This is an optimization exercise on Yosys and OpenROAD, whose aim is small area, a short achievable clock period and few clock cycles, not a production implementation.
In this exercise RTL edits were held to simulation tests only and were not proved equivalent to the original.

### flow/design.v
module MM(clk,i,j,reset,read,write,index,read_data,write_data,finish);
	input clk, reset;
	input [19:0] read_data;
	output [19:0] i, j;
	output read, write, index, finish;
	output [39:0] write_data;
	localparam S_SZ = 3'd0, S_RA = 3'd1, S_RB = 3'd2, S_W = 3'd3,
	           S_X = 3'd4, S_DR = 3'd5, S_FIN = 3'd6;
	reg [2:0] st, st_n;
	reg [2:0] k, k_n;           
	reg pend, pend_n;           
	reg [1:0] dcnt, dcnt_n;
	reg xcnt, xcnt_n;
	reg lastw, lastw_n;
	reg [19:0] row, row_n, col, col_n;    
	reg [19:0] mcr, mcr_n;      
	reg [2:0] mbm1, mbm1_n;
	reg [19:0] ir, ir_n, jr, jr_n;
	reg rd, rd_n, wr, wr_n, idx, idx_n, fin, fin_n;
	wire col0 = (col == 20'd0);
	wire row0 = (row == 20'd0);
	wire [19:0] rowm1 = row - 20'd1;
	wire [19:0] nrow = col0 ? rowm1 : row;
	wire [19:0] ncol = (col0 ? mcr : col) - 20'd1;
	wire elast = row0 & col0;
	wire nlast = col0 ? ((row == 20'd1) & (mcr == 20'd1)) : (row0 & (col == 20'd1));
	wire b1 = (mbm1 == 3'd0);
	wire b2 = (mbm1 == 3'd1);
	always @(*) begin
		st_n = st; k_n = k; pend_n = pend; dcnt_n = dcnt; xcnt_n = xcnt; lastw_n = lastw;
		row_n = row; col_n = col; mcr_n = mcr; mbm1_n = mbm1;
		ir_n = row; jr_n = col;    
		rd_n = 1'b0; wr_n = 1'b0; idx_n = 1'b0; fin_n = 1'b0;
		case (st)
		S_SZ: begin
			rd_n = 1'b1; wr_n = 1'b1;
			case (ir[1:0])
			2'd2: begin mcr_n = read_data; col_n = read_data; ir_n = 20'd0; end
			2'd0: begin col_n = ncol; row_n = read_data; ir_n = 20'd1; end
			default: begin
				row_n = rowm1; mbm1_n = read_data[2:0] - 3'd1;
				st_n = S_RA; k_n = 3'd0; pend_n = 1'b0; lastw_n = 1'b0;
				ir_n = rowm1; jr_n = 20'd0; wr_n = 1'b0;
			end
			endcase
		end
		S_RA: begin
			st_n = S_RB; ir_n = {17'd0, k}; jr_n = pend ? ncol : col;
			rd_n = 1'b1; idx_n = 1'b1;
		end
		S_RB: begin
			if (pend && (k == 3'd1 || b1)) begin
				st_n = S_W; ir_n = row; jr_n = col; wr_n = 1'b1;
			end else if (k != mbm1) begin
				st_n = S_RA; k_n = k + 3'd1;
				ir_n = pend ? nrow : row; jr_n = {17'd0, k + 3'd1}; rd_n = 1'b1;
			end else if (elast) begin
				st_n = S_DR; dcnt_n = 2'd3;
			end else if (b1 | b2) begin
				st_n = S_X; xcnt_n = b1; pend_n = 1'b1;
			end else begin
				st_n = S_RA; k_n = 3'd0; pend_n = 1'b1;
				ir_n = nrow; jr_n = 20'd0; rd_n = 1'b1;
			end
		end
		S_X: begin
			if (xcnt) xcnt_n = 1'b0;
			else begin
				st_n = S_RA; k_n = 3'd0; ir_n = nrow; jr_n = 20'd0; rd_n = 1'b1;
			end
		end
		S_W: begin
			if (lastw) begin
				st_n = S_FIN;
			end else begin
				row_n = nrow; col_n = ncol; pend_n = 1'b0;
				if (k != mbm1) begin
					st_n = S_RA; k_n = k + 3'd1;
					ir_n = nrow; jr_n = {17'd0, k + 3'd1}; rd_n = 1'b1;
				end else if (nlast) begin
					st_n = S_DR; dcnt_n = 2'd2;
				end else begin
					st_n = S_X; xcnt_n = 1'b0; pend_n = 1'b1;
				end
			end
		end
		S_DR: begin
			if (dcnt == 2'd0) begin
				st_n = S_W; lastw_n = 1'b1; ir_n = row; jr_n = col; wr_n = 1'b1; fin_n = 1'b1;
			end else dcnt_n = dcnt - 2'd1;
		end
		default: begin
			st_n = S_FIN;
		end
		endcase
	end
	always @(posedge clk) begin
		if (reset) begin
			st <= S_SZ; ir <= 20'd2; rd <= 1'b1; wr <= 1'b1; idx <= 1'b0; fin <= 1'b0;
		end else begin
			st <= st_n; ir <= ir_n; rd <= rd_n; wr <= wr_n; idx <= idx_n; fin <= fin_n;
		end
		k <= k_n; pend <= pend_n; dcnt <= dcnt_n; xcnt <= xcnt_n; lastw <= lastw_n;
		row <= row_n; col <= col_n; mcr <= mcr_n; mbm1 <= mbm1_n;
		jr <= jr_n;
	end
	assign i = ir;
	assign j = jr;
	assign read = rd;
	assign write = wr;
	assign index = idx;
	assign finish = fin;
	reg [19:0] areg, breg;
	always @(posedge clk) begin
		if (st == S_RA) areg <= read_data;
		if (st == S_RB) breg <= read_data;
	end
	wire [10:0] y = (st == S_RB) ? {areg[9:0], 1'b0} : areg[19:9];
	reg [4:0] e_one, e_two, e_neg;
	integer m;
	always @(posedge clk) begin
		for (m = 0; m < 5; m = m + 1) begin
			e_neg[m] <= y[2*m+2];
			e_one[m] <= y[2*m+1] ^ y[2*m];
			e_two[m] <= (y[2*m+2] & ~y[2*m+1] & ~y[2*m]) | (~y[2*m+2] & y[2*m+1] & y[2*m]);
		end
	end
	wire [20:0] bx = {breg[19], breg};
	wire [20:0] b2x = {breg, 1'b0};
	reg [29:0] r0, r1, r2, r3, r4, r5;
	reg [20:0] pp;
	integer q;
	always @(*) begin
		r0 = 30'd0; r1 = 30'd0; r2 = 30'd0; r3 = 30'd0; r4 = 30'd0; r5 = 30'd0;
		for (q = 0; q < 5; q = q + 1) begin
			pp = ((bx & {21{e_one[q]}}) | (b2x & {21{e_two[q]}})) ^ {21{e_neg[q]}};
			case (q)
			0: r0 = {9'd0, ~pp[20], pp[19:0]};
			1: r1 = {7'd0, ~pp[20], pp[19:0], 1'b0, e_neg[0]};
			2: r2 = {5'd0, ~pp[20], pp[19:0], 1'b0, e_neg[1], 2'd0};
			3: r3 = {3'd0, ~pp[20], pp[19:0], 1'b0, e_neg[2], 4'd0};
			default: r4 = {1'd0, ~pp[20], pp[19:0], 1'b0, e_neg[3], 6'd0};
			endcase
		end
		r5 = {21'd0, e_neg[4], 8'd0};
	end
	wire [29:0] a1s = r0 ^ r1 ^ r2;
	wire [29:0] a1c = {((r0 & r1) | (r0 & r2) | (r1 & r2)), 1'b0};
	wire [29:0] b1s = r3 ^ r4 ^ r5;
	wire [29:0] b1c = {((r3 & r4) | (r3 & r5) | (r4 & r5)), 1'b0};
	wire [29:0] a2s = a1s ^ a1c ^ b1s;
	wire [29:0] a2c = {((a1s & a1c) | (a1s & b1s) | (a1c & b1s)), 1'b0};
	wire [29:0] a3s = a2s ^ a2c ^ b1c;
	wire [29:0] a3c = {((a2s & a2c) | (a2s & b1c) | (a2c & b1c)), 1'b0};
	reg [29:0] ps, pc;
	reg v_lo1, f_lo1, v_hi1, v_lo2, f_lo2, v_hi2, f_lo3;
	always @(posedge clk) begin
		ps <= a3s; pc <= a3c;
		v_lo1 <= (st == S_RB); f_lo1 <= (st == S_RB) && (k == 3'd0);
		v_hi1 <= v_lo1; v_lo2 <= v_lo1; f_lo2 <= f_lo1; v_hi2 <= v_hi1;
		f_lo3 <= f_lo2;
	end
	wire [29:0] pr = ps + pc + {10'd683, 20'd0};
	reg [29:0] qh;     
	reg [9:0] ql;      
	always @(posedge clk) begin
		qh <= ({30{v_lo2}} & {{10{pr[29]}}, pr[29:10]}) | ({30{v_hi2}} & pr);
		ql <= {10{v_lo2}} & pr[9:0];
	end
	reg [29:0] acch;
	reg [9:0] accl;
	reg cy;
	wire [29:0] acchm = f_lo3 ? 30'd0 : acch;
	wire [9:0] acclm = f_lo3 ? 10'd0 : accl;
	wire [30:0] hsum = {acchm, 1'b1} + {qh, cy};    
	always @(posedge clk) begin
		acch <= hsum[30:1];
		{cy, accl} <= {1'b0, acclm} + {1'b0, ql};
	end
	wire [39:0] acc = {acch, accl};
	assign write_data = acc;
endmodule
### flow/flow/run.sh
#!/bin/bash
# Standard ORFS layout, with repair_timing aiming further below the clock period
# and small buffers on the ports.
set -euo pipefail
bash standard.sh SETUP_SLACK_MARGIN=6.0 "BUFFER_PORTS_ARGS=-buffer_cell sky130_fd_sc_hd__buf_2" finish > standard_flow.log 2>&1
### flow/standard.sh
#!/bin/bash
# synth_recipe.tcl (not shown) runs the flow's synth.tcl, then flattens the netlist and writes it again
# the make line also repeats each setting of config.mk as NAME=value (left out here)
make -C /OpenROAD-flow-scripts/flow DESIGN_CONFIG=/design/flow/config.mk WORK_HOME=/design/flow/orfs CLKGATE_MAP_FILE= SYNTH_SCRIPT=/design/flow/synth_recipe.tcl "${@:-finish}"
### flow/config.mk
export PLATFORM = sky130hd
export DESIGN_NAME = MM
export DESIGN_NICKNAME = MM
export VERILOG_FILES = /design/flow/design.v
export SDC_FILE = /design/flow/constraint.sdc
export NUM_CORES = 4
export LEC_CHECK = 0
export CAP_MARGIN = 20
export CORE_MARGIN = 2
export CORE_UTILIZATION = 40
export CTS_BUF_LIST = sky130_fd_sc_hd__clkbuf_8
export CTS_CLUSTER_DIAMETER = 50
export CTS_CLUSTER_SIZE = 20
export SETUP_SLACK_MARGIN = 5
export SLEW_MARGIN = 20
### flow/constraint.sdc
create_clock -name core_clock -period 9.0 [get_ports {clk}]
set_input_delay 1.8000 -clock core_clock [delete_from_list [all_inputs] [get_ports {clk}]]
set_output_delay 1.8000 -clock core_clock [all_outputs]
set_load 0.01 [all_outputs]
==> results.tsv, run 1 <==
metric	value	unit
PortBufs	105	
die width	222	um
met2 wire len	26600	um
Max-Cap Viols	0	
Multi-input gate area	11700	um2
crit path time final	3.12	ns
first-pass GRT wire length	83900	um
drt drc	0	
unrepaired setup endpoints after global routing	yes	
final WL	54400	um
Longest Clk Path Bufs	3	
commonest cells after routing, fill and taps aside	dfxtp_1 (180), xnor2_1 (145), nor2_1 (127)	
std cell rows	79	
crit path DAT	3.66	ns
FF+latch count, synth	314	
uppermost layer routed	met4	
HP Class	reg -> reg	
clock sinks	314	
GRT overflow	0	
Num CTS Buffers	38	
initial antenna violation count	1	
I/O Pins	106	
Setup-failing EPs final	0	
most common library cell in the layout ignoring fill and taps	dfxtp_1	
fraction of layout cells with a size suffix above 1	0.206	
Worst-Margin Slew	0.977	ns
number of distinct library cells after synthesis	82	
register area	7440	um2
EDFF count, synth	111	
Worst Path Required	9.54	ns
Clock transition at path regs	0.11	ns
Placer Congestion	0.930	
via count	15700	
final-report max-slew violation count	0	
Synth Area per Inst	9.55	um2
final-layout fill cell count	4329	
Routed wire per std cell	19.8	um
number of global-route vias before repair	15200	
Starting Density	0.406	
Clock Skew	0.0858	ns
Final Hold Vio Count	0	
Clk Latency, worst-skew pair	0.66	ns
synth-to-layout area growth	18.9	%
die area	49100	um2
Seq/Total Area, Yosys	0.390	
Nets	2321	
Synth async-reset ratio	0	
largest net degree at the start of global routing	41	
Mapped Cells	1983	
Critical Path Fanout Max	8	
total nets after synthesis	2191	
post-layout util	0.483	
Vert. Die Dim	222	um
H-tree Lvls	2	
Antenna Nets Post-Route	0	
Metal-1 WL	22000	um
initial drt markers	1250	
core area	46700	um2
CTS Hold Bufs	0	
drt pass-1 iters	16	
Synth Flop Type	dfxtp_1	
Worst Setup Start Kind	flop	
Post-Place Setup Slack	4.90	ns
synthesized area	18900	um2
period utilisation layout	0.347	
DP Wirelength	36900	um
setup_tns	0	ns
drt via density	5.69	
WL met3	3770	um
Max Clk Rate	320	MHz
Root Buffer	clkbuf_8	
critical path class	reg -> reg	
final worst slack	5.88	ns
CTS tree	done	
GRT Util Overall	0.213	
Slew headroom	0.349	
Critical Path Sink Type	flop	
Synth warnings	1	
status	complete, no violations	
layer usage:
metal,up-vias,track usage
li1,7397,-
met5,-,0
met3,141,0.0318
met1,7474,0.264
met2,640,0.371
met4,0,0.0852
area by class of cell:
class | count | area share
multi-input cells | 1469 | 0.518
repair inverters | 1 | 0.000222
repair buffers | 198 | 0.0613
diodes | 1 | 0.000111
clock buffers | 39 | 0.0238
well taps | 607 | 0.0337
inverters | 91 | 0.0161
flip-flops and latches | 314 | 0.330
clock inverters | 29 | 0.0161
metrics by stage:
step	hold slack, ns	instances	cell area, um2
after floorplan	0.310	1983	18900
after global placement	0.314	2595	19900
after detailed placement	0.315	2595	19900
after CTS	0.338	2697	21500
after global routing	0.347	2749	22500
final	0.335	2749	22500
final timing paths:
kind / from / endpoint / slack [ns] / cells past startpoint
max: col[13] / ir[1] / 5.88 / 11
min: f_lo1 / f_lo2 / 0.33 / 0
max reg2reg: col[13] / ir[1] / 5.88 / 11
min reg2reg: f_lo1 / f_lo2 / 0.33 / 0
cell usage after synthesis, drive strengths merged (7+ instances only):
cell | count | share of area
dfxtp | 203 | 0.21
xnor2 | 147 | 0.068
a21oi | 140 | 0.037
nor2 | 135 | 0.027
nand2 | 132 | 0.026
ha | 130 | 0.086
o21ai | 115 | 0.031
edfxtp | 111 | 0.18
a22oi | 98 | 0.039
clkbuf | 91 | 0.018
inv | 91 | 0.018
fa | 56 | 0.059
nor2b | 48 | 0.016
nor3 | 40 | 0.011
xor2 | 38 | 0.018
a21o | 37 | 0.015
nand3 | 34 | 0.0090
a22o | 25 | 0.012
or3 | 25 | 0.0083
nand2b | 23 | 0.0076
buf | 22 | 0.0057
a31oi | 21 | 0.0073
and2 | 19 | 0.0064
o22ai | 16 | 0.0053
nor4 | 14 | 0.0053
and3 | 13 | 0.0043
or4 | 12 | 0.0055
a211oi | 11 | 0.0044
o21a | 10 | 0.0040
o31ai | 10 | 0.0040
mux2i | 9 | 0.0048
nand4 | 8 | 0.0026
o211ai | 8 | 0.0037
o21bai | 7 | 0.0028
o221ai | 7 | 0.0032
o32ai | 7 | 0.0032
sequential cells by signal, indices dropped and copies added (netlist names), 20 cells and up:
name / count
acch: 30
areg: 20
breg: 20
col: 20
ir: 20
jr: 20
mcr: 20
pc: 25
ps: 29
qh: 30
row: 20
cells by family (layout without fill, tap and decap cells):
group                      Yosys count  count (layout)  synth area share
DFF                                314             314             0.390
buffers and inverters              204             358            0.0417
other                                0               1                 0
and+or+nand+nor                    521             522             0.137
AOI/OAI and AO/OA                  558             561             0.192
adders and majority gates          186             186             0.145
muxes                               15              15           0.00832
xor gates and xnor gates           185             185            0.0855
worst max-delay path: stages (launching register included):
cell       delay (ns)
edfxtp_1         0.42
or4_4            0.57
or4_4            0.48
nor3_4           0.22
buf_12           0.17
buf_12           0.11
buf_6            0.10
a2111oi_4        0.09
o21ai_4          0.27
and2_4           0.24
o21ai_0          0.11
a22o_1           0.22
timing repair:
item | CTS | global route
setup buffers | 28 | 50
gates cloned | 6 | 1
setup endpoints to repair | 126 | 105
gates resized for setup | 92 | 129
pin swaps | 8 | 73
Testbench counts, summed over its fixed seeds: cycles 19,884.
==> inputs of run 2 (changes only) <==
--- a/flow/config.mk
+++ b/flow/config.mk
@@ -9,7 +9,7 @@
 export CORE_MARGIN = 2
 export CORE_UTILIZATION = 40
-export CTS_BUF_LIST = sky130_fd_sc_hd__clkbuf_8
-export CTS_CLUSTER_DIAMETER = 50
-export CTS_CLUSTER_SIZE = 20
+export CTS_BUF_LIST = sky130_fd_sc_hd__clkbuf_16
+export CTS_CLUSTER_DIAMETER = 60
+export CTS_CLUSTER_SIZE = 40
 export SETUP_SLACK_MARGIN = 5
 export SLEW_MARGIN = 20
==> results.tsv, run 2 <==
metric	value	unit	change
met2 Usage GRT	0.368		was 0.371
Worst Path Required	9.56	ns	was 9.54 ns
Synth area leader	dfxtp_1		unchanged
post-route cell area	22500	um2	about the same
number of distinct library cells after synthesis	82		unchanged
Worst-Margin Slew	0.986	ns	was 0.977 ns
I/O Pins	106		unchanged
CP peak stage delay	0.56	ns	was 0.57 ns
drt pass-1 iters	16		unchanged
RR Endpoint	jr[18]		was ir[1]
final-layout fill cell count	4296		was 4329
M1 GR Usage	0.265		was 0.264
final WL	54000	um	was 54400 um
status	complete, no violations		unchanged
die width	222	um	unchanged
most common library cell in the layout ignoring fill and taps	dfxtp_1		unchanged
fraction of layout cells with a size suffix above 1	0.182		was 0.206
synth top area cells	dfxtp_1 (21%), edfxtp_1 (18%), ha_1 (8.6%)		unchanged
Area after DPL	19900	um2	unchanged
Hold Startpoint	f_lo1		unchanged
most frequent cell after synthesis	dfxtp_1		unchanged
Max-Cap Viols	0		unchanged
GRT overflow	0		unchanged
Synth Flop Type	dfxtp_1		unchanged
HP Class	reg -> reg		unchanged
CTS tree	done		unchanged
adder-cell share of the synthesized area	0.145		unchanged
initial antenna violation count	0		was 1
Synth top cells by count	dfxtp_1 (203), xnor2_1 (147), a21oi_1 (140), nor2_1 (135), nand2_1 (132)		unchanged
largest net degree at the start of global routing	41		unchanged
multiplexer share of the synthesized area	0.00832		unchanged
Nets	2296		was 2321
hold slack	0.333	ns	was 0.335 ns
first-pass GRT wire length	83200	um	was 83900 um
CTS Hold Bufs	0		unchanged
register-to-register setup slack	5.89	ns	was 5.88 ns
Worst Reg-to-Reg Cells	11		unchanged
met3 usage	0.0257		was 0.0318
hold path depth	0		unchanged
Slew headroom	0.342		was 0.349
core area	46700	um2	unchanged
Post-Synth XOR/XNOR Area	0.0855		unchanged
Setup-failing EPs final	0		unchanged
Clk Latency, worst-skew pair	0.62	ns	was 0.66 ns
drt via density	5.69		about the same
number of global-route vias before repair	15100		was 15200
Vert. Die Dim	222	um	unchanged
Routed wire per std cell	19.9	um	was 19.8 um
Synth async-reset ratio	0		unchanged
Max Clk Rate	322	MHz	was 320 MHz
synthesized area	18900	um2	unchanged
DP Wirelength	36900	um	unchanged
Mapped Cells	1983		unchanged
R2R Path Start	col[13]		unchanged
Antenna diodes	0		was 1
Top Registers	acch (30), qh (30), ps (29)		unchanged
GRT Util Overall	0.209		was 0.213
crit path DAT	3.67	ns	was 3.66 ns
critical path class	reg -> reg		unchanged
FF+latch count, synth	314		unchanged
EDFF count, synth	111		unchanged
PortBufs	105		unchanged
area share of the largest cell type after synthesis	0.215		unchanged
Seq/Total Area, Yosys	0.390		unchanged
Worst Setup Start Kind	flop		unchanged
CP max stage cell	or4_4		unchanged
Critical path buffers and inverters	3		unchanged
Final Hold Vio Count	0		unchanged
crit path time final	3.11	ns	was 3.12 ns
H-tree Lvls	1		was 2
drt drc	0		unchanged
cell family with most CP delay	simple AND/OR/NAND/NOR gates		unchanged
Critical Path Sink Type	flop		unchanged
simple-gate share of the synthesized area	0.137		unchanged
Placer Congestion	0.930		unchanged
synth-to-layout area growth	18.7	%	was 18.9%
largest family of logic cells by synthesized area	compound AO/OA/AOI/OAI gates		unchanged
std cell rows	79		unchanged
Synth Area per Inst	9.55	um2	unchanged
clock sinks	314		unchanged
Clock Skew	0.0608	ns	was 0.0858 ns
Longest Clk Path Bufs	3		unchanged
hold path endpoint	f_lo2		unchanged
Root Buffer	clkbuf_16		was clkbuf_8
final-report max-slew violation count	0		unchanged
Synth warnings	1		unchanged
Compound-Gate Fraction of Synth Area	0.192		unchanged
setup_tns	0	ns	unchanged
Clock transition at path regs	0.09	ns	was 0.11 ns
via count	15500		was 15700
die area	49100	um2	unchanged
gr busiest metal	met2		unchanged
Starting Density	0.406		unchanged
Num CTS Buffers	29		was 38
Antenna Nets Post-Route	0		unchanged
period utilisation layout	0.345		was 0.347
CP Cell Sequence	or4_4 -> or4_4 -> nor3_4 -> buf_12 -> buf_12 -> buf_8 -> a21oi_4 -> o31a_4 -> o211ai_4 -> a21o_1 -> a22o_1		was or4_4 -> or4_4 -> nor3_4 -> buf_12 -> buf_12 -> buf_6 -> a2111oi_4 -> o21ai_4 -> and2_4 -> o21ai_0 -> a22o_1
unrepaired setup endpoints after global routing	yes		unchanged
initial drt markers	1307		was 1250
total nets after synthesis	2191		unchanged
commonest cells after routing, fill and taps aside	dfxtp_1 (187), xnor2_1 (144), nor2_1 (130)		was dfxtp_1 (180), xnor2_1 (145), nor2_1 (127)
Critical Path Fanout Max	7		was 8
run 2: cell counts after synthesis:
No cell type changed its count.
run 2: per-stage QoR:
step | setup slack, ns | utilization | std cells
3_3_place_gp | 5.08 | 0.426 | 2595
6_report | 5.89 | 0.482 | 2717
2_1_floorplan | 6.04 | - | 1983
5_1_grt | 5.81 | 0.482 | 2717
3_5_place_dp | 4.90 | 0.426 | 2595
4_1_cts | 5.91 | 0.464 | 2679
run 2: cells by family (layout without fill, tap and decap cells):
family | Yosys count | in the layout
AOI/OAI and AO/OA | 558 | 561
and+or+nand+nor | 521 | 522
DFF | 314 | 314
buffers and inverters | 204 | 327
adders and majority gates | 186 | 186
xor gates and xnor gates | 185 | 185
muxes | 15 | 15
run 2: worst max-delay path by stage:
stage                     startpoint       end  slack [ns]  cells after the start
after CTS                    col[13]   col[19]        5.91                      9
after detailed placement       st[1]    ir[17]        4.90                      9
final                        col[13]    jr[18]        5.89                     11
after global routing         col[13]   col[19]        5.81                      9
after floorplan                f_lo3  acch[28]        6.04                     12
after global placement       col[13]     jr[2]        5.08                      9
run 2: timing repair:
item                                   4_1_cts  5_1_grt
gates cloned                                 5        2
setup endpoints to repair                  120      106
setup buffers                               26       36
resized for setup                           81      102
endpoints found under the hold margin        0        0
pin swaps                                    7       52
run 2: worst register-to-register path, stage by stage, from the launching register on:
cell and delay, ns:
edfxtp_1 0.40, or4_4 0.56, or4_4 0.49, nor3_4 0.22, buf_12 0.16, buf_12 0.12, buf_8 0.11, a21oi_4 0.06
o31a_4 0.41, o211ai_4 0.25, a21o_1 0.14, a22o_1 0.13
run 2: layout make-up:
type                       instances  area, um2  share of cell area
sequential                       314       7420               0.330
inverter                          91        362              0.0161
clock inverter                    24        404              0.0180
multi-input combinational       1469      11600               0.516
clock buffer                      29        726              0.0323
timing repair inverter             1       5.00            0.000223
timing repair buffer             182       1210              0.0538
tap                              607        759              0.0338
run 2: per-layer routing:
layer	routed length, um	up-vias	share of wire
met5	0	-	0
met4	1810	0	0.033
met3	3020	113	0.056
met2	26700	554	0.50
met1	22400	7436	0.42
li1	-	7348	-
==> inputs of run 3 (changes only) <==
--- a/flow/config.mk
+++ b/flow/config.mk
@@ -8,8 +8,9 @@
 export CAP_MARGIN = 20
 export CORE_MARGIN = 2
-export CORE_UTILIZATION = 40
+export CORE_UTILIZATION = 65
 export CTS_BUF_LIST = sky130_fd_sc_hd__clkbuf_16
 export CTS_CLUSTER_DIAMETER = 60
 export CTS_CLUSTER_SIZE = 40
+export PLACE_DENSITY = 0.7
 export SETUP_SLACK_MARGIN = 5
 export SLEW_MARGIN = 20
==> results.tsv, run 3 <==
metric	value	unit	change
status	complete, no violations		unchanged
Final Hold Vio Count	0		unchanged
largest net degree at the start of global routing	41		unchanged
Vert. Die Dim	175	um	was 222 um
Worst Setup Start Kind	flop		unchanged
first-pass GRT wire length	80500	um	was 83200 um
Max-Cap Viols	0		unchanged
Starting Density	0.660		was 0.406
Root Buffer	clkbuf_16		unchanged
critical path class	reg -> reg		unchanged
Mapped Cells	1983		unchanged
Antenna diodes	0		unchanged
DP Wirelength	35500	um	was 36900 um
Clock transition at path regs	0.10	ns	was 0.09 ns
CTS tree	done		unchanged
die area	30500	um2	was 49100 um2
Compound-Gate Fraction of Synth Area	0.192		unchanged
drt via density	6.52		was 5.69
Placer Congestion	0.969		was 0.930
Synth area leader	dfxtp_1		unchanged
Antenna Nets Post-Route	0		unchanged
initial antenna violation count	0		unchanged
final-layout fill cell count	1972		was 4296
Top Registers	acch (30), qh (30), ps (29)		unchanged
Num CTS Buffers	26		was 29
std cell rows	62		was 79
CTS Hold Bufs	0		unchanged
Setup-failing EPs final	0		unchanged
CP max stage cell	a311oi_1		was or4_4
GRT Util Overall	0.330		was 0.209
core area	28700	um2	was 46700 um2
setup_tns	0	ns	unchanged
fraction of layout cells with a size suffix above 1	0.175		was 0.182
area share of the largest cell type after synthesis	0.215		unchanged
crit path time final	3.10	ns	was 3.11 ns
Seq/Total Area, Yosys	0.390		unchanged
Post-Synth XOR/XNOR Area	0.0855		unchanged
Post-Place Setup Slack	4.98	ns	was 4.90 ns
crit path DAT	3.57	ns	was 3.67 ns
Synth warnings	1		unchanged
EDFF count, synth	111		unchanged
via count	16200		was 15500
Worst-Margin Slew	1.00	ns	was 0.986 ns
H-tree Lvls	1		unchanged
unrepaired setup endpoints after global routing	yes		unchanged
simple-gate share of the synthesized area	0.137		unchanged
Critical Path Sink Type	flop		unchanged
Worst Path Required	9.47	ns	was 9.56 ns
clock sinks	314		unchanged
Clock Skew	0.0485	ns	was 0.0608 ns
largest family of logic cells by synthesized area	compound AO/OA/AOI/OAI gates		unchanged
GRT overflow	0		unchanged
final worst slack	5.90	ns	was 5.89 ns
Max Clk Rate	322	MHz	about the same
number of global-route vias before repair	15100		about the same
Synth async-reset ratio	0		unchanged
total nets after synthesis	2191		unchanged
Clk Latency, worst-skew pair	0.59	ns	was 0.62 ns
Longest Clk Path Bufs	3		unchanged
synthesized area	18900	um2	unchanged
HP Class	reg -> reg		unchanged
most common library cell in the layout ignoring fill and taps	dfxtp_1		unchanged
die width	175	um	was 222 um
Synth Area per Inst	9.55	um2	unchanged
Routed wire per std cell	21.5	um	was 19.9 um
most frequent cell after synthesis	dfxtp_1		unchanged
final-report max-slew violation count	0		unchanged
FF+latch count, synth	314		unchanged
drt drc	0		unchanged
Nets	2295		was 2296
adder-cell share of the synthesized area	0.145		unchanged
number of distinct library cells after synthesis	82		unchanged
CP peak stage delay	0.63	ns	was 0.56 ns
Critical Path Fanout Max	6		was 7
commonest cells after routing, fill and taps aside	dfxtp_1 (189), xnor2_1 (142), a21oi_1 (133)		was dfxtp_1 (187), xnor2_1 (144), nor2_1 (130)
final WL	53600	um	was 54000 um
initial drt markers	1798		was 1307
synth top area cells	dfxtp_1 (21%), edfxtp_1 (18%), ha_1 (8.6%)		unchanged
Synth Flop Type	dfxtp_1		unchanged
Synth top cells by count	dfxtp_1 (203), xnor2_1 (147), a21oi_1 (140), nor2_1 (135), nand2_1 (132)		unchanged
post-layout util	0.767		was 0.482
synth-to-layout area growth	16.2	%	was 18.7%
multiplexer share of the synthesized area	0.00832		unchanged
PortBufs	105		unchanged
CP Cell Sequence	buf_4 -> nor3_1 -> nand2_1 -> a311oi_1 -> o211a_4 -> buf_6 -> nand4_1 -> a31o_1 -> a22o_1		was or4_4 -> or4_4 -> nor3_4 -> buf_12 -> buf_12 -> buf_8 -> a21oi_4 -> o31a_4 -> o211ai_4 -> a21o_1 -> a22o_1
I/O Pins	106		unchanged
drt pass-1 iters	5		was 16
hold slack	0.340	ns	was 0.333 ns
period utilisation layout	0.345		about the same
Slew headroom	0.331		was 0.342
## run 3: cell families (layout without fill, tap and decap cells)
family,Yosys count,in the layout
buffers and inverters,204,324
flip-flops,314,314
adder cells (fa/ha/maj),186,186
AND/OR/NAND/NOR,521,522
multiplexers,15,15
AO/OA/AOI/OAI,558,561
XOR/XNOR,185,185
## run 3: worst max-delay path: cells and delay by family, from the launching register on
| kind | cells | cell delay [ns] |
|---|---|---|
| compound gates | 4 | 1.47 |
| buf+inv | 2 | 0.31 |
| flops | 1 | 0.47 |
| simple gates | 3 | 0.74 |
## run 3: timing repair
| item | CTS | global route |
|---|---|---|
| gates cloned | 5 | 3 |
| setup buffers | 32 | 33 |
| endpoints found under the setup margin | 121 | 107 |
| resized for setup | 91 | 61 |
| pin swaps | 16 | 19 |
## run 3: routing by layer
| metal | up-vias | part of all wire | wire [um] | track usage |
|---|---|---|---|---|
| met2 | 968 | 0.48 | 25900 | 0.573 |
| li1 | 7352 | - | - | - |
| met1 | 7683 | 0.37 | 19600 | 0.401 |
| met3 | 226 | 0.088 | 4730 | 0.0459 |
| met4 | 0 | 0.061 | 3290 | 0.172 |
| met5 | - | 0 | 0 | 0 |
## run 3: worst paths after layout
check / slack, ns / start / depth (start not counted) / endpoint
worst max-delay path: 5.90 / col[1] / 9 / jr[18]
worst min register to register: 0.34 / v_lo1 / 0 / v_lo2
worst min-delay path: 0.34 / v_lo1 / 0 / v_lo2
worst max register to register: 5.90 / col[1] / 9 / jr[18]
## run 3: stage by stage
step	area, um2	std cells
6_report	22000	2491
5_1_grt	22000	2491
3_5_place_dp	19600	2370
2_1_floorplan	18900	1983
4_1_cts	21400	2455
3_3_place_gp	19600	2370
## run 3: layout make-up
| class | instances | area (um2) | area share |
|---|---|---|---|
| clock inverter | 21 | 385 | 0.0175 |
| sequential | 314 | 7420 | 0.337 |
| timing repair buffer | 184 | 1240 | 0.0565 |
| tap | 384 | 480 | 0.0218 |
| timing repair inverter | 1 | 5.00 | 0.000227 |
| multi-input combinational | 1469 | 11400 | 0.520 |
| inverter | 91 | 362 | 0.0164 |
| clock buffer | 27 | 676 | 0.0307 |
==> inputs of run 4 (changes only) <==
--- a/flow/design.v
+++ b/flow/design.v
@@ -18,16 +18,20 @@
 	reg [19:0] ir, ir_n, jr, jr_n;
 	reg rd, rd_n, wr, wr_n, idx, idx_n, fin, fin_n;
-	wire col0 = (col == 20'd0);
+	reg col0, col0_n, mc1, mc1_n, elast, nlast;
+	wire col1 = (col == 20'd1);
 	wire row0 = (row == 20'd0);
+	wire row1 = (row == 20'd1);
 	wire [19:0] rowm1 = row - 20'd1;
 	wire [19:0] nrow = col0 ? rowm1 : row;
 	wire [19:0] ncol = (col0 ? mcr : col) - 20'd1;
-	wire elast = row0 & col0;
-	wire nlast = col0 ? ((row == 20'd1) & (mcr == 20'd1)) : (row0 & (col == 20'd1));
+	always @(posedge clk) begin
+		elast <= row0 & col0;
+		nlast <= col0 ? (row1 & mc1) : (row0 & col1);
+	end
 	wire b1 = (mbm1 == 3'd0);
 	wire b2 = (mbm1 == 3'd1);
 	always @(*) begin
 		st_n = st; k_n = k; pend_n = pend; dcnt_n = dcnt; xcnt_n = xcnt; lastw_n = lastw;
-		row_n = row; col_n = col; mcr_n = mcr; mbm1_n = mbm1;
+		row_n = row; col_n = col; mcr_n = mcr; mbm1_n = mbm1; col0_n = col0; mc1_n = mc1;
 		ir_n = row; jr_n = col;    
 		rd_n = 1'b0; wr_n = 1'b0; idx_n = 1'b0; fin_n = 1'b0;
@@ -36,6 +40,6 @@
 			rd_n = 1'b1; wr_n = 1'b1;
 			case (ir[1:0])
-			2'd2: begin mcr_n = read_data; col_n = read_data; ir_n = 20'd0; end
-			2'd0: begin col_n = ncol; row_n = read_data; ir_n = 20'd1; end
+			2'd2: begin mcr_n = read_data; col_n = read_data; mc1_n = (read_data == 20'd1); ir_n = 20'd0; end
+			2'd0: begin col_n = ncol; col0_n = mc1; row_n = read_data; ir_n = 20'd1; end
 			default: begin
 				row_n = rowm1; mbm1_n = read_data[2:0] - 3'd1;
@@ -74,5 +78,5 @@
 				st_n = S_FIN;
 			end else begin
-				row_n = nrow; col_n = ncol; pend_n = 1'b0;
+				row_n = nrow; col_n = ncol; col0_n = col0 ? mc1 : col1; pend_n = 1'b0;
 				if (k != mbm1) begin
 					st_n = S_RA; k_n = k + 3'd1;
@@ -103,4 +107,5 @@
 		k <= k_n; pend <= pend_n; dcnt <= dcnt_n; xcnt <= xcnt_n; lastw <= lastw_n;
 		row <= row_n; col <= col_n; mcr <= mcr_n; mbm1 <= mbm1_n;
+		col0 <= col0_n; mc1 <= mc1_n;
 		jr <= jr_n;
 	end
==> flow/flow/run.sh (replaced) <==
#!/bin/bash
# Standard ORFS layout, with repair_timing aiming further below the clock period
# and small buffers on the ports.
set -euo pipefail
bash standard.sh SETUP_SLACK_MARGIN=6.2 "BUFFER_PORTS_ARGS=-buffer_cell sky130_fd_sc_hd__buf_2" finish > standard_flow.log 2>&1
--- a/flow/config.mk
+++ b/flow/config.mk
@@ -8,9 +8,8 @@
 export CAP_MARGIN = 20
 export CORE_MARGIN = 2
-export CORE_UTILIZATION = 65
+export CORE_UTILIZATION = 40
 export CTS_BUF_LIST = sky130_fd_sc_hd__clkbuf_16
 export CTS_CLUSTER_DIAMETER = 60
 export CTS_CLUSTER_SIZE = 40
-export PLACE_DENSITY = 0.7
 export SETUP_SLACK_MARGIN = 5
 export SLEW_MARGIN = 20
==> results.tsv, run 4 <==
metric	value	unit	change
Post-Synth XOR/XNOR Area	0.0909		was 0.0855
largest net degree at the start of global routing	44		was 41
Critical path buffers and inverters	1		was 2
Starting Density	0.405		was 0.660
Synth Flop Type	dfxtp_1		unchanged
synthesized area	18900	um2	about the same
HP Class	reg -> reg		unchanged
drt via density	5.58		was 6.52
cell family with most CP delay	flip-flops		was compound AO/OA/AOI/OAI gates
critical path class	reg -> out		was reg -> reg
std cell rows	79		was 62
Vert. Die Dim	221	um	was 175 um
Root Buffer	clkbuf_16		unchanged
CP max stage cell	dfxtp_4		was a311oi_1
GRT Util Overall	0.198		was 0.330
Max-Cap Viols	0		unchanged
most common library cell in the layout ignoring fill and taps	xnor2_1		was dfxtp_1
Seq/Total Area, Yosys	0.397		was 0.390
Top Registers	acch (30), qh (30), ps (29)		unchanged
crit path time final	2.92	ns	was 3.10 ns
Synth area leader	dfxtp_1		unchanged
Mapped Cells	1930		was 1983
Num CTS Buffers	30		was 26
synth-to-layout area growth	24.5	%	was 16.2%
simple-gate share of the synthesized area	0.131		was 0.137
Compound-Gate Fraction of Synth Area	0.175		was 0.192
drt pass-1 iters	5		unchanged
synth top area cells	dfxtp_1 (22%), edfxtp_1 (18%), ha_1 (8.8%)		was dfxtp_1 (21%), edfxtp_1 (18%), ha_1 (8.6%)
area share of the largest cell type after synthesis	0.217		was 0.215
Worst Setup Start Kind	flop		unchanged
Max Clk Rate	343	MHz	was 322 MHz
Synth top cells by count	dfxtp_1 (205), xnor2_1 (153), ha_1 (133), nand2_1 (131), edfxtp_1 (113)		was dfxtp_1 (203), xnor2_1 (147), a21oi_1 (140), nor2_1 (135), nand2_1 (132)
H-tree Lvls	1		unchanged
Synth async-reset ratio	0		unchanged
initial antenna violation count	0		unchanged
drt drc	0		unchanged
CTS Hold Bufs	0		unchanged
period utilisation layout	0.324		was 0.345
crit path DAT	1.12	ns	was 3.57 ns
Nets	2287		was 2295
Final Hold Vio Count	0		unchanged
number of global-route vias before repair	14700		was 15100
register-to-register setup slack	6.14	ns	was 5.90 ns
Critical Path Sink Type	primary output		was flop
Worst-Margin Slew	0.950	ns	was 1.00 ns
status	complete, no violations		unchanged
Longest Clk Path Bufs	3		unchanged
Worst Path Required	7.20	ns	was 9.47 ns
number of distinct library cells after synthesis	84		was 82
CP Cell Sequence	buf_6		was buf_4 -> nor3_1 -> nand2_1 -> a311oi_1 -> o211a_4 -> buf_6 -> nand4_1 -> a31o_1 -> a22o_1
Clk Latency, worst-skew pair	0.62	ns	was 0.59 ns
CP peak stage delay	0.38	ns	was 0.63 ns
multiplexer share of the synthesized area	0.0174		was 0.00832
Slew headroom	0.365		was 0.331
GRT overflow	0		unchanged
final-report max-slew violation count	0		unchanged
PortBufs	105		unchanged
unrepaired setup endpoints after global routing	yes		unchanged
via count	15100		was 16200
initial drt markers	1304		was 1798
adder-cell share of the synthesized area	0.148		was 0.145
Clock Skew	0.0556	ns	was 0.0485 ns
die area	48900	um2	was 30500 um2
FF+latch count, synth	318		was 314
fraction of layout cells with a size suffix above 1	0.259		was 0.175
Synth warnings	1		unchanged
CTS tree	done		unchanged
Critical Path Fanout Max	4		was 6
total nets after synthesis	2141		was 2191
Antenna Nets Post-Route	0		unchanged
Routed wire per std cell	19.0	um	was 21.5 um
core area	46600	um2	was 28700 um2
die width	221	um	was 175 um
I/O Pins	106		unchanged
Antenna diodes	0		unchanged
final WL	51400	um	was 53600 um
EDFF count, synth	113		was 111
first-pass GRT wire length	79400	um	was 80500 um
largest family of logic cells by synthesized area	compound AO/OA/AOI/OAI gates		unchanged
Clock transition at path regs	0.09	ns	was 0.10 ns
DP Wirelength	34100	um	was 35500 um
most frequent cell after synthesis	dfxtp_1		unchanged
clock sinks	318		was 314
Setup-failing EPs final	0		unchanged
Synth Area per Inst	9.78	um2	was 9.55 um2
commonest cells after routing, fill and taps aside	xnor2_1 (150), nand2_1 (128), dfxtp_1 (118)		was dfxtp_1 (189), xnor2_1 (142), a21oi_1 (133)
setup_tns	0	ns	unchanged
Placer Congestion	0.880		was 0.969
==> run 4: cell count changes in the layout (fill, tap and decap cells not counted), sizes merged, moves of 8 or more <==
cell,change
a21oi,-36
buf,+52
or3,-12
inv,-13
mux2i,+20
o22ai,-8
nor2,-23
a21o,+8
or4,-9
nor3,+14
==> run 4: repair_timing <==
action / 4_1_cts / 5_1_grt
cloned: 5 / 2
endpoints found under the setup margin: 261 / 198
gates resized for setup: 210 / 150
setup buffers: 49 / 64
pin swaps: 49 / 75
==> run 4: kinds of logic (layout without fill, tap and decap cells) <==
group                    Yosys count  after routing
adder cells (fa/ha/maj)          190            190
XOR/XNOR                         196            196
buffers and inverters            199            367
AO/OA/AOI/OAI                    500            500
AND/OR/NAND/NOR                  495            496
multiplexers                      32             33
flip-flops                       318            318
==> run 4: metal layers <==
layer  up-vias  GRT usage  wire [um]
met5         -          0          0
met4         0     0.0762       1710
met3       104     0.0226       2500
met2       509      0.325      24000
met1      7311      0.269      23100
li1       7176          -          -
==> run 4: through the flow <==
stage,instances,worst slack (ns),hold slack [ns],util,cell area [um2]
global placement,2531,5.35,0.320,0.427,19900
detailed placement,2531,5.28,0.315,0.427,19900
CTS,2641,6.04,0.327,0.480,22400
floorplan,1930,6.00,0.310,-,19000
finish,2707,6.08,0.323,0.505,23500
global route,2707,6.04,0.332,0.505,23500
==> run 4: cell type report <==
type,count,area (um2)
timing repair buffer,237,2140
clock buffer,31,776
tap,607,759
inverter,74,287
sequential,318,7630
clock inverter,25,302
multi-input combinational,1415,11600
fill,4145,23000
==> run 4: path summary, 6_finish.rpt <==
path                            cells past startpoint  endpoint   from
worst max-delay path                                1      i[1]  ir[1]
worst min-delay path                                0     f_lo3  f_lo2
worst max register to register                     12    qh[25]  pc[6]
worst min register to register                      0     f_lo3  f_lo2
Testbench counts of run 4, summed over its fixed seeds: cycles 19,884.
==> inputs of run 5 (changes only) <==
==> flow/flow/run.sh (replaced) <==
#!/bin/bash
# Standard ORFS layout, with repair_timing aiming further below the clock period
# and small buffers on the ports.
set -euo pipefail
bash standard.sh SETUP_SLACK_MARGIN=5.9 "BUFFER_PORTS_ARGS=-buffer_cell sky130_fd_sc_hd__buf_2" finish > standard_flow.log 2>&1
==> results.tsv, run 5 <==
metric	value	unit	change
DP Wirelength	33800	um	was 34100 um
Synth warnings	1		unchanged
R2R Path Start	row[1]		was pc[6]
post-route non-filler standard cell count	2605		was 2707
Antenna diodes	0		unchanged
Clock Skew	0.0208	ns	was 0.0556 ns
Critical Path Sink Type	flop		was primary output
Routed wire per std cell	18.5	um	was 19.0 um
initial drt markers	1391		was 1304
drt pass-1 iters	5		unchanged
Worst Reg-to-Reg Cells	9		was 12
Synth top cells by count	dfxtp_1 (205), xnor2_1 (153), ha_1 (133), nand2_1 (131), edfxtp_1 (113)		unchanged
H-tree Lvls	1		unchanged
CTS tree	done		unchanged
largest net degree at the start of global routing	74		was 44
RR Endpoint	row[15]		was qh[25]
period utilisation layout	0.337		was 0.324
post-route cell area	21300	um2	was 23500 um2
drt via density	5.54		was 5.58
register-to-register setup slack	5.97	ns	was 6.14 ns
synth-to-layout area growth	13.1	%	was 24.5%
Synth Flop Type	dfxtp_1		unchanged
I/O Pins	106		unchanged
Synth async-reset ratio	0		unchanged
Worst Setup Start Kind	flop		unchanged
Max Clk Rate	330	MHz	was 343 MHz
die area	48900	um2	unchanged
Clock transition at path regs	0.09	ns	about the same
Vert. Die Dim	221	um	unchanged
Worst Setup SP	row[1]		was ir[1]
final-report max-slew violation count	0		unchanged
number of global-route vias before repair	13900		was 14700
Num CTS Buffers	28		was 30
initial antenna violation count	1		was 0
Area after DPL	19800	um2	was 19900 um2
Final Hold Vio Count	0		unchanged
GRT overflow	0		unchanged
final WL	48100	um	was 51400 um
PortBufs	105		unchanged
Root Buffer	clkbuf_16		unchanged
CTS Hold Bufs	0		unchanged
Clk Latency, worst-skew pair	0.58	ns	was 0.62 ns
Longest Clk Path Bufs	3		unchanged
clock sinks	318		unchanged
Synth Area per Inst	9.78	um2	unchanged
Worst-Margin Slew	0.981	ns	was 0.950 ns
critical path class	reg -> reg		was reg -> out
Mapped Cells	1930		unchanged
first-pass GRT wire length	75700	um	was 79400 um
Setup-failing EPs final	0		unchanged
most common library cell in the layout ignoring fill and taps	dfxtp_1		was xnor2_1
final-layout fill cell count	4322		was 4145
Placed Cells	2532		was 2531
drt drc	0		unchanged
commonest cells after routing, fill and taps aside	dfxtp_1 (196), xnor2_1 (153), nand2_1 (130), ha_1 (130), edfxtp_1 (113)		was xnor2_1 (150), nand2_1 (128), dfxtp_1 (118)
Max-Cap Viols	0		unchanged
Starting Density	0.405		unchanged
Nets	2187		was 2287
HP Class	reg -> reg		unchanged
Synth area leader	dfxtp_1		unchanged
die width	221	um	unchanged
total nets after synthesis	2141		unchanged
crit path time final	3.03	ns	was 2.92 ns
unrepaired setup endpoints after global routing	yes		unchanged
Top Registers	acch (30), qh (30), ps (29)		unchanged
synthesized area	18900	um2	unchanged
most frequent cell after synthesis	dfxtp_1		unchanged
FF+latch count, synth	318		unchanged
area share of the largest cell type after synthesis	0.217		unchanged
Placer Congestion	0.906		was 0.880
GRT Util Overall	0.188		was 0.198
EDFF count, synth	113		unchanged
Antenna Nets Post-Route	0		unchanged
number of distinct library cells after synthesis	84		unchanged
crit path DAT	3.48	ns	was 1.12 ns
fraction of layout cells with a size suffix above 1	0.136		was 0.259
std cell rows	79		unchanged
synth top area cells	dfxtp_1 (22%), edfxtp_1 (18%), ha_1 (8.8%)		unchanged
CP Capture Point	row[15]		was i[1]
Worst Path Required	9.45	ns	was 7.20 ns
setup_tns	0	ns	unchanged
Slew headroom	0.345		was 0.365
Seq/Total Area, Yosys	0.397		unchanged
core area	46600	um2	unchanged
status	complete, no violations		unchanged
Critical Path Fanout Max	5		was 4
via count	14400		was 15100
[run 5: cell counts after synthesis]
No cell type changed its count.
[run 5: how the worst min path moves through the flow]
stage | start | to | cells after the start
2_1_floorplan | f_lo1 | f_lo2 | 0
3_3_place_gp | f_lo2 | f_lo3 | 0
3_5_place_dp | f_lo2 | f_lo3 | 0
4_1_cts | f_lo2 | f_lo3 | 0
5_1_grt | f_lo2 | f_lo3 | 0
6_report | f_lo2 | f_lo3 | 0
[run 5: final cells by class]
| type | count | area [um2] | share of cell area |
|---|---|---|---|
| Multi-Input combinational cell | 1414 | 10900 | 0.512 |
| Timing Repair Buffer | 140 | 830 | 0.0389 |
| Inverter | 74 | 282 | 0.0132 |
| Tap cell | 607 | 759 | 0.0356 |
| Sequential cell | 318 | 7510 | 0.352 |
| Clock buffer | 28 | 701 | 0.0328 |
| Clock inverter | 24 | 335 | 0.0157 |
[run 5: stage by stage]
step / utilization / hold WS [ns] / setup WS [ns]
2_1_floorplan: - / 0.310 / 5.74
3_3_place_gp: 0.425 / 0.323 / 5.57
3_5_place_dp: 0.425 / 0.316 / 5.47
4_1_cts: 0.451 / 0.333 / 5.90
5_1_grt: 0.458 / 0.349 / 5.88
6_report: 0.458 / 0.331 / 5.97
[run 5: cells by family (layout without fill, tap and decap cells)]
kind of cell,count (synthesis),count (layout),share of synthesized area
compound gates,500,500,0.175
xor+xnor,196,196,0.0909
fa+ha+maj,190,190,0.148
buf+inv,199,266,0.0411
flops,318,318,0.397
mux,32,33,0.0174
simple gates,495,495,0.131
[run 5: metal layers]
| layer | wire length [um] | GRT usage | share of wire | up-vias |
|---|---|---|---|---|
| li1 | - | - | - | 6975 |
| met2 | 22400 | 0.311 | 0.47 | 450 |
| met3 | 2580 | 0.0214 | 0.054 | 66 |
| met1 | 22200 | 0.262 | 0.46 | 6943 |
| met4 | 998 | 0.0496 | 0.021 | 0 |
| met5 | 0 | 0 | 0 | - |
[run 5: what timing repair did]
action	4_1_cts	5_1_grt
setup endpoints to repair	70	90
pin swaps	5	13
setup buffers	3	16
cloned	1	1
gates resized for setup	28	43
[run 5: worst max-delay path: stages (launching register included)]
cell      delay (ns)
edfxtp_1        0.42
buf_6           0.15
or4_4           0.57
or2_4           0.30
nor4_4          0.40
nand2_2         0.14
or2_4           0.31
or3_4           0.35
a21oi_2         0.14
o21a_1          0.11
==> inputs of run 6 (changes only) <==
==> flow/flow/run.sh (replaced) <==
#!/bin/bash
# Standard ORFS layout, with repair_timing aiming further below the clock period
# and small buffers on the ports.
set -euo pipefail
bash standard.sh SETUP_SLACK_MARGIN=6.0 "BUFFER_PORTS_ARGS=-buffer_cell sky130_fd_sc_hd__buf_2" finish > standard_flow.log 2>&1
--- a/flow/config.mk
+++ b/flow/config.mk
@@ -10,6 +10,6 @@
 export CORE_UTILIZATION = 40
 export CTS_BUF_LIST = sky130_fd_sc_hd__clkbuf_16
-export CTS_CLUSTER_DIAMETER = 60
-export CTS_CLUSTER_SIZE = 40
+export CTS_CLUSTER_DIAMETER = 50
+export CTS_CLUSTER_SIZE = 50
 export SETUP_SLACK_MARGIN = 5
 export SLEW_MARGIN = 20
==> results.tsv, run 6 <==
metric	value	unit	change
final WL	48700	um	was 48100 um
Slew headroom	0.326		was 0.345
CP Cell Sequence	buf_2		was buf_6 -> or4_4 -> or2_4 -> nor4_4 -> nand2_2 -> or2_4 -> or3_4 -> a21oi_2 -> o21a_1
Synth Flop Type	dfxtp_1		unchanged
GRT overflow	0		unchanged
final-layout fill cell count	4286		was 4322
cell family with most CP delay	flip-flops		was simple AND/OR/NAND/NOR gates
HP Class	reg -> reg		unchanged
Routed wire per std cell	18.5	um	about the same
Multi-input gate area	11100	um2	was 10900 um2
most common library cell in the layout ignoring fill and taps	dfxtp_1		unchanged
first-pass GRT wire length	76500	um	was 75700 um
total nets after synthesis	2141		unchanged
initial drt markers	1339		was 1391
synth top area cells	dfxtp_1 (22%), edfxtp_1 (18%), ha_1 (8.8%)		unchanged
FF+latch count, synth	318		unchanged
Worst-Margin Slew	1.01	ns	was 0.981 ns
Synth async-reset ratio	0		unchanged
initial antenna violation count	1		unchanged
commonest cells after routing, fill and taps aside	dfxtp_1 (193), xnor2_1 (152), nand2_1 (130)		was dfxtp_1 (196), xnor2_1 (153), nand2_1 (130), ha_1 (130), edfxtp_1 (113)
post-route non-filler standard cell count	2628		was 2605
Clk Latency, worst-skew pair	0.58	ns	about the same
std cell rows	79		unchanged
Longest Clk Path Bufs	3		unchanged
drt via density	5.54		about the same
Synth Area per Inst	9.78	um2	unchanged
Critical Path Sink Type	primary output		was flop
die area	48900	um2	unchanged
crit path time final	2.97	ns	was 3.03 ns
Synth warnings	1		unchanged
Worst Setup Start Kind	flop		unchanged
synth-to-layout area growth	16.0	%	was 13.1%
CP max stage cell	dfxtp_1		was or4_4
critical path class	reg -> out		was reg -> reg
Post-Place Setup Slack	5.58	ns	was 5.47 ns
largest net degree at the start of global routing	43		was 74
Placer Congestion	0.908		was 0.906
final worst slack	6.03	ns	was 5.97 ns
number of global-route vias before repair	14200		was 13900
H-tree Lvls	2		was 1
Max Clk Rate	337	MHz	was 330 MHz
I/O Pins	106		unchanged
register area	7510	um2	about the same
EDFF count, synth	113		unchanged
CP peak stage delay	0.43	ns	was 0.57 ns
drt drc	0		unchanged
post-route cell area	21900	um2	was 21300 um2
post-layout util	0.470		was 0.458
core area	46600	um2	unchanged
DP Wirelength	33700	um	was 33800 um
Worst Path Required	7.20	ns	was 9.45 ns
period utilisation layout	0.330		was 0.337
Num CTS Buffers	36		was 28
Synth area leader	dfxtp_1		unchanged
status	complete, no violations		unchanged
Root Buffer	clkbuf_16		unchanged
Starting Density	0.405		unchanged
Clock Skew	0.0392	ns	was 0.0208 ns
R2R Path Start	ps[7]		was row[1]
GRT Util Overall	0.191		was 0.188
crit path DAT	1.17	ns	was 3.48 ns
Hold Startpoint	f_lo2		unchanged
synthesized area	18900	um2	unchanged
Max-Cap Viols	0		unchanged
drt pass-1 iters	5		unchanged
die width	221	um	unchanged
Area after DPL	19800	um2	about the same
Final Hold Vio Count	0		unchanged
Synth top cells by count	dfxtp_1 (205), xnor2_1 (153), ha_1 (133), nand2_1 (131), edfxtp_1 (113)		unchanged
Critical Path Fanout Max	4		was 5
final-report max-slew violation count	0		unchanged
Top Registers	acch (30), qh (30), ps (29)		unchanged
Seq/Total Area, Yosys	0.397		unchanged
number of distinct library cells after synthesis	84		unchanged
fraction of layout cells with a size suffix above 1	0.157		was 0.136
most frequent cell after synthesis	dfxtp_1		unchanged
area share of the largest cell type after synthesis	0.217		unchanged
Antenna diodes	0		unchanged
Mapped Cells	1930		unchanged
clock sinks	318		unchanged
Setup-failing EPs final	0		unchanged
Clock transition at path regs	0.08	ns	was 0.09 ns
Worst Setup SP	ir[1]		was row[1]
Vert. Die Dim	221	um	unchanged
unrepaired setup endpoints after global routing	yes		unchanged
Nets	2204		was 2187
setup_tns	0	ns	unchanged
via count	14500		was 14400
CTS tree	done		unchanged
Critical path buffers and inverters	1		unchanged
Placed Cells	2531		was 2532
PortBufs	105		unchanged
Antenna Nets Post-Route	0		unchanged
[run 6: cell counts after synthesis]
Identical to the previous run, type by type.
[run 6: per-stage QoR]
stage                     hold WS (ns)
final                            0.330
after global routing             0.341
after CTS                        0.336
after floorplan                  0.310
after detailed placement         0.322
after global placement           0.322
[run 6: final timing paths]
kind              endpoint  slack (ns)  cells past startpoint
setup / recovery      i[1]        6.03                      1
hold / removal       f_lo3        0.33                      0
setup reg to reg    qh[25]        6.11                     11
hold reg to reg      f_lo3        0.33                      0
[run 6: final cells by class]
cell class / instances / area share
Clock buffer: 39 / 0.0446
Clock inverter: 27 / 0.0135
Inverter: 74 / 0.0130
Multi-Input combinational cell: 1414 / 0.509
Sequential cell: 318 / 0.343
Tap cell: 607 / 0.0347
Timing Repair Buffer: 149 / 0.0423
[run 6: layer usage]
| metal | up-vias | track usage | share of wire | routed length, um |
|---|---|---|---|---|
| met4 | 0 | 0.0639 | 0.027 | 1300 |
| met1 | 6941 | 0.262 | 0.46 | 22500 |
| met3 | 89 | 0.0355 | 0.059 | 2880 |
| li1 | 7017 | - | - | - |
| met2 | 500 | 0.305 | 0.45 | 22000 |
| met5 | - | 0 | 0 | 0 |
[run 6: cell families (layout without fill, tap and decap cells)]
logic type,Yosys count,count (layout),synth area share
AO/OA/AOI/OAI,500,500,0.175
AND/OR/NAND/NOR,495,495,0.131
flip-flops,318,318,0.397
buffers and inverters,199,289,0.0411
XOR/XNOR,196,196,0.0909
adder cells (fa/ha/maj),190,190,0.148
multiplexers,32,33,0.0174
[run 6: what timing repair did]
action                                  CTS  global route
cloned                                    2             1
hold endpoints to repair                  0             0
pin swaps                                 7            14
setup buffers                            15            13
hold buffers                              0             0
endpoints found under the setup margin  127            98
gates resized for setup                  50            54
==> inputs of run 7 (changes only) <==
--- a/flow/config.mk
+++ b/flow/config.mk
@@ -10,6 +10,6 @@
 export CORE_UTILIZATION = 40
 export CTS_BUF_LIST = sky130_fd_sc_hd__clkbuf_16
-export CTS_CLUSTER_DIAMETER = 50
-export CTS_CLUSTER_SIZE = 50
+export CTS_CLUSTER_DIAMETER = 60
+export CTS_CLUSTER_SIZE = 40
 export SETUP_SLACK_MARGIN = 5
 export SLEW_MARGIN = 20
==> results.tsv, run 7 <==
metric	value	unit	change
status	complete, no violations		unchanged
Vert. Die Dim	221	um	unchanged
Root Buffer	clkbuf_16		unchanged
Synth async-reset ratio	0		unchanged
Placer Congestion	0.908		unchanged
Critical Path Sink Type	primary output		unchanged
Worst-Margin Slew	1.01	ns	about the same
crit path DAT	1.16	ns	was 1.17 ns
area share of the largest cell type after synthesis	0.217		unchanged
fraction of layout cells with a size suffix above 1	0.154		was 0.157
most frequent cell after synthesis	dfxtp_1		unchanged
crit path time final	2.96	ns	was 2.97 ns
via count	14500		about the same
Nets	2198		was 2204
Routed wire per std cell	18.5	um	about the same
Clock transition at path regs	0.08	ns	about the same
CTS Hold Bufs	0		unchanged
Slew headroom	0.323		was 0.326
Max Clk Rate	338	MHz	was 337 MHz
CP Cell Sequence	buf_2		unchanged
H-tree Lvls	1		was 2
commonest cells after routing, fill and taps aside	dfxtp_1 (192), xnor2_1 (152), nand2_1 (130)		was dfxtp_1 (193), xnor2_1 (152), nand2_1 (130)
die area	48900	um2	unchanged
CP peak stage delay	0.41	ns	was 0.43 ns
Worst Path Required	7.20	ns	about the same
Area after DPL	19800	um2	unchanged
most common library cell in the layout ignoring fill and taps	dfxtp_1		unchanged
largest net degree at the start of global routing	43		unchanged
EDFF count, synth	113		unchanged
unrepaired setup endpoints after global routing	no		was yes
DP Wirelength	33700	um	unchanged
cell family with most CP delay	flip-flops		unchanged
final-report max-slew violation count	0		unchanged
Critical Path Fanout Max	9		was 4
Longest Clk Path Bufs	3		unchanged
clock sinks	318		unchanged
core area	46600	um2	unchanged
Synth warnings	1		unchanged
critical path class	reg -> out		unchanged
Worst Reg-to-Reg Cells	11		unchanged
Critical path buffers and inverters	1		unchanged
GRT Util Overall	0.189		was 0.191
Antenna diodes	0		unchanged
synth-to-layout area growth	15.0	%	was 16.0%
Worst Setup Start Kind	flop		unchanged
Antenna Nets Post-Route	0		unchanged
Synth Flop Type	dfxtp_1		unchanged
number of global-route vias before repair	14100		was 14200
initial drt markers	1351		was 1339
Synth top cells by count	dfxtp_1 (205), xnor2_1 (153), ha_1 (133), nand2_1 (131), edfxtp_1 (113)		unchanged
RR Endpoint	qh[25]		unchanged
Top Registers	acch (30), qh (30), ps (29)		unchanged
I/O Pins	106		unchanged
R2R Path Start	ps[7]		unchanged
Mapped Cells	1930		unchanged
first-pass GRT wire length	75900	um	was 76500 um
Setup-failing EPs final	0		unchanged
Final Hold Vio Count	0		unchanged
CTS tree	done		unchanged
drt via density	5.54		about the same
Hold Startpoint	f_lo2		unchanged
Synth area leader	dfxtp_1		unchanged
total nets after synthesis	2141		unchanged
synth top area cells	dfxtp_1 (22%), edfxtp_1 (18%), ha_1 (8.8%)		unchanged
PortBufs	105		unchanged
Max-Cap Viols	0		unchanged
Clk Latency, worst-skew pair	0.61	ns	was 0.58 ns
period utilisation layout	0.328		was 0.330
Num CTS Buffers	28		was 36
synthesized area	18900	um2	unchanged
drt drc	0		unchanged
setup_tns	0	ns	unchanged
final WL	48400	um	was 48700 um
initial antenna violation count	1		unchanged
std cell rows	79		unchanged
post-layout util	0.466		was 0.470
drt pass-1 iters	6		was 5
CP max stage cell	dfxtp_4		was dfxtp_1
die width	221	um	unchanged
GRT overflow	0		unchanged
Synth Area per Inst	9.78	um2	unchanged
HP Class	reg -> reg		unchanged
hold path endpoint	f_lo3		unchanged
Starting Density	0.405		unchanged
hold path depth	0		unchanged
number of distinct library cells after synthesis	84		unchanged
Seq/Total Area, Yosys	0.397		unchanged
post-route cell area	21700	um2	was 21900 um2
FF+latch count, synth	318		unchanged
register-to-register setup slack	6.12	ns	was 6.11 ns
Clock Skew	0.0494	ns	was 0.0392 ns
run 7: cell counts after synthesis:
Identical to the previous run, type by type.
run 7: cells by family after synthesis:
family | count (synthesis) | synth area share
XOR/XNOR | 196 | 0.0909
AND/OR/NAND/NOR | 495 | 0.131
buffers and inverters | 199 | 0.0411
flip-flops | 318 | 0.397
adder cells (fa/ha/maj) | 190 | 0.148
AO/OA/AOI/OAI | 500 | 0.175
multiplexers | 32 | 0.0174
run 7: cell type report:
| class | count | area [um2] |
|---|---|---|
| multi-input combinational | 1414 | 11100 |
| timing repair buffer | 151 | 960 |
| tap | 607 | 759 |
| sequential | 318 | 7520 |
| clock inverter | 23 | 319 |
| inverter | 74 | 284 |
| fill | 4291 | 24800 |
| clock buffer | 29 | 726 |
run 7: timing repair:
action / CTS / global route
pin swaps: 7 / 17
gates resized for setup: 54 / 57
gates cloned: 2 / 2
setup endpoints to repair: 133 / 94
setup buffers: 15 / 14
run 7: through the flow:
stage                     hold WS, ns  worst slack (ns)  cells
final                           0.332              6.04   2616
after global routing            0.345              5.92   2616
after floorplan                 0.310              5.83   1930
after global placement          0.322              5.68   2531
after CTS                       0.340              5.99   2600
after detailed placement        0.322              5.58   2531
run 7: how the worst max path moves through the flow:
stage	from	endpoint	slack, ns	cells after the start
floorplan	col0	col[16]	5.83	15
global placement	row[0]	ir[18]	5.68	11
detailed placement	ps[6]	qh[25]	5.58	11
CTS	ps[6]	qh[25]	5.99	11
global route	ps[7]	qh[14]	5.92	11
finish	ir[0]	i[0]	6.04	1
run 7: routing by layer:
metal / share of wire / global-route usage / vias up
met5: 0 / 0 / -
met2: 0.46 / 0.301 / 449
li1: - / - / 6992
met1: 0.46 / 0.262 / 6959
met3: 0.055 / 0.0291 / 88
met4: 0.028 / 0.0639 / 0

-- re-timing with driven ports --
How much do the figures lean on ideal ports? The routed layouts below were timed once more, with nothing changed but the port constraints. Step 1, drivers: a clkbuf_16 drives clk and a buf_2 each remaining input, both assumed. Step 2 times the ports against the registers' clock, not the clock port: input delays grow and output delays shrink by t, the midpoint of the rising clock arrivals with the driver on. Three values: ideal, step 1, step 2; two values: the first two.
run | shift t [ns] | setup WS [ns] | hold slack, ns | worst setup path at the end
run 1 | 0.673 | 5.877 / 5.877 / 5.877 | 0.335 / 0.335 / 0.335 | register to register
run 2 | 0.645 | 5.894 / 5.894 / 5.894 | 0.333 / 0.333 / 0.333 | register to register
run 3 | 0.615 | 5.897 / 5.897 / 5.897 | 0.340 / 0.340 / 0.340 | register to register
run 4 | 0.643 | 6.082 / 6.029 / 5.991 | 0.323 / 0.323 / 0.323 | input to register
run 5 | 0.623 | 5.967 / 5.963 / 5.864 | 0.331 / 0.331 / 0.331 | input to register
run 6 | 0.605 | 6.030 / 5.979 / 6.081 | 0.330 / 0.330 / 0.330 | input to register
run 7 | 0.645 | 6.045 / 5.988 / 6.047 | 0.332 / 0.332 / 0.332 | input to register
After both steps setup and hold are still met in every run listed. For run 5, which loses most, drivers alone change the setup slack by -0.004 ns; drivers and shift together by -0.103 ns.
